From an optimization exercise on the open Yosys and OpenROAD flow, aimed at small area and a short achievable clock period; shortcuts taken in it are not production practice.
In this exercise RTL edits were held to simulation tests only and were not proved equivalent to the original.

== job 701 ==
Design fir_parallel, start of the top module:
module fir_parallel (
  input [15:0] i_data,
  input [63:0] i_coeffs,
  input i_clock,
  output [37:0] o_data
);
export LEC_CHECK = 0
export CAP_MARGIN = 20
export CORE_MARGIN = 2
export CORE_UTILIZATION = 40
export CTS_BUF_LIST = sky130_fd_sc_hd__clkbuf_16
export CTS_CLUSTER_DIAMETER = 100
export CTS_CLUSTER_SIZE = 30
export SLEW_MARGIN = 20
export SYNTH_HIERARCHICAL = 1
export SYNTH_MINIMUM_KEEP_SIZE = 0
create_clock -name core_clock -period 14.0 [get_ports {i_clock}]
standard.sh (not shown) runs the stock make flow with config.mk's settings and CLKGATE_MAP_FILE= SYNTH_SCRIPT=/design/flow/synth_recipe.tcl, a recipe that flattens the netlist after the stock synthesis.
==> flow/flow/run.sh <==
#!/bin/bash
# Layout flow: the standard ORFS flow (standard.sh, unchanged synthesis),
# with these changes after synthesis:
#  - after floorplan, every combinational cell gets the smallest drive
#    strength of its family (flow/downsize.tcl);
#  - timing repair aims at a setup slack of SETUP_MARGIN ns instead of 0, so the
#    resizer speeds up the paths that set the achieved period;
#  - the port buffers are plain buf_1 cells instead of the delay cell that
#    buffer_ports picks by default (repair may upsize them).
# Each step's full output goes to its own log file in this folder.
set -euo pipefail
SETUP_MARGIN=9.4
HERE=$(pwd)
bash standard.sh synth > log_1_synth.txt 2>&1
bash standard.sh \
  "POST_FLOORPLAN_TCL=${HERE}/flow/downsize.tcl" \
  "SETUP_SLACK_MARGIN=${SETUP_MARGIN}" \
  "BUFFER_PORTS_ARGS=-buffer_cell sky130_fd_sc_hd__buf_1" \
  finish > log_2_layout.txt 2>&1
==> flow/flow/downsize.tcl <==
# Run after floorplan: give every combinational cell the smallest-area drive
# strength of its family (synthesis sizes each small module for speed against a
# default load); the later timing repair upsizes the cells on critical paths.
set block [ord::get_db_block]
set db [ord::get_db]
set swapped 0
foreach inst [$block getInsts] {
  set cur [$inst getMaster]
  set name [$cur getName]
  if {![regexp {^sky130_fd_sc_hd__([a-z0-9]+)_(\d+)$} $name -> fam sz]} { continue }
  if {[string match "df*" $fam] || [string match "*clk*" $fam] || [string match "*dly*" $fam]
      || $fam eq "conb" || [string match "tap*" $fam] || [string match "fill*" $fam]
      || [string match "decap*" $fam]} { continue }
  set best ""
  set barea 0
  foreach s {1 0 2 4} {
    set m [$db findMaster "sky130_fd_sc_hd__${fam}_$s"]
    if {$m eq "NULL" || $m eq ""} { continue }
    set a [expr {[$m getWidth] * [$m getHeight]}]
    if {$best eq "" || $a < $barea} {
      set best $m
      set barea $a
    }
  }
  if {$best ne "" && [$best getName] ne $name} {
    if {[$inst swapMaster $best]} { incr swapped }
  }
}
puts "downsize: swapped $swapped instances to their smallest drive strength"
Job 701: all stages complete, timing, DRC and antenna checks passed
--- input diff job 701..job 3792 ---
Settings: a change of SLEW_MARGIN from 20 to 10; a change of CAP_MARGIN from 20 to 10.
diff --git a/flow/flow/run.sh b/flow/flow/run.sh
--- a/flow/flow/run.sh
+++ b/flow/flow/run.sh
@@ -12 +12 @@
-SETUP_MARGIN=9.4
+SETUP_MARGIN=9.2
==> comparison <==
Re worst reg-to-reg setup slack: job 701 was higher than job 3792. Summary of job 3792 over job 701: worst-case headroom to the max-slew limit saw an increase, logic depth of the worst path, buffers included saw little to no change, number of filler instances in the final layout picked up an extra 119. Job 3792 against job 701; wire length on met3 is down by more than 10%. Upper clock frequency limit came out lower on job 3792 than on job 701. Of the two values seen for critical path capture point, o_data[37] was produced by job 3792 and o_data[17] by job 701.
--- input diff job 3792..job 4093 ---
Settings: SLEW_MARGIN now 20, was 10; CAP_MARGIN now 20, was 10.
[summary]
- From job 3792 to job 4093, number of standard cells in the layout, taps in and fillers out did not move at all.
- Reported for job 4093 and job 3792, number of vias after detailed routing turned out identical to the last digit.
- Compared with job 3792, in job 4093 total area of multi-input combinational cells roughly the same, final cell utilization of the core roughly the same, global-route total usage across every layer roughly the same.

afterwards: timing with drivers on the ports:
No port has a modelled driver above. Below, the same layouts with a new extraction and two added sets of constraints. Step 1 sets driving cells, clkbuf_16 on the clock port and buf_2 on the other inputs (assumed; they add their load-dependent delay and slew). Step 2 times the ports against the registers' clock, not the clock port: input delays grow and output delays shrink by t, the midpoint of the rising clock arrivals with the driver on. a / b / c = ideal ports / drivers / drivers and shift; a / b = the first two.
| run | shift t [ns] | setup WS [ns] | hold slack, ns | clock arrival spread, ns |
|---|---|---|---|---|
| job 701 | 0.650 | 9.290 / 9.227 / 9.440 | 0.388 / 0.388 / 0.388 | 0.044 / 0.044 |
| job 3792 | 0.657 | 9.221 / 9.152 / 9.279 | 0.374 / 0.374 / 0.374 | 0.039 / 0.039 |
| job 4093 | 0.657 | 9.221 / 9.152 / 9.279 | 0.374 / 0.374 / 0.374 | 0.039 / 0.039 |
After both steps setup and hold are still met in every run listed.
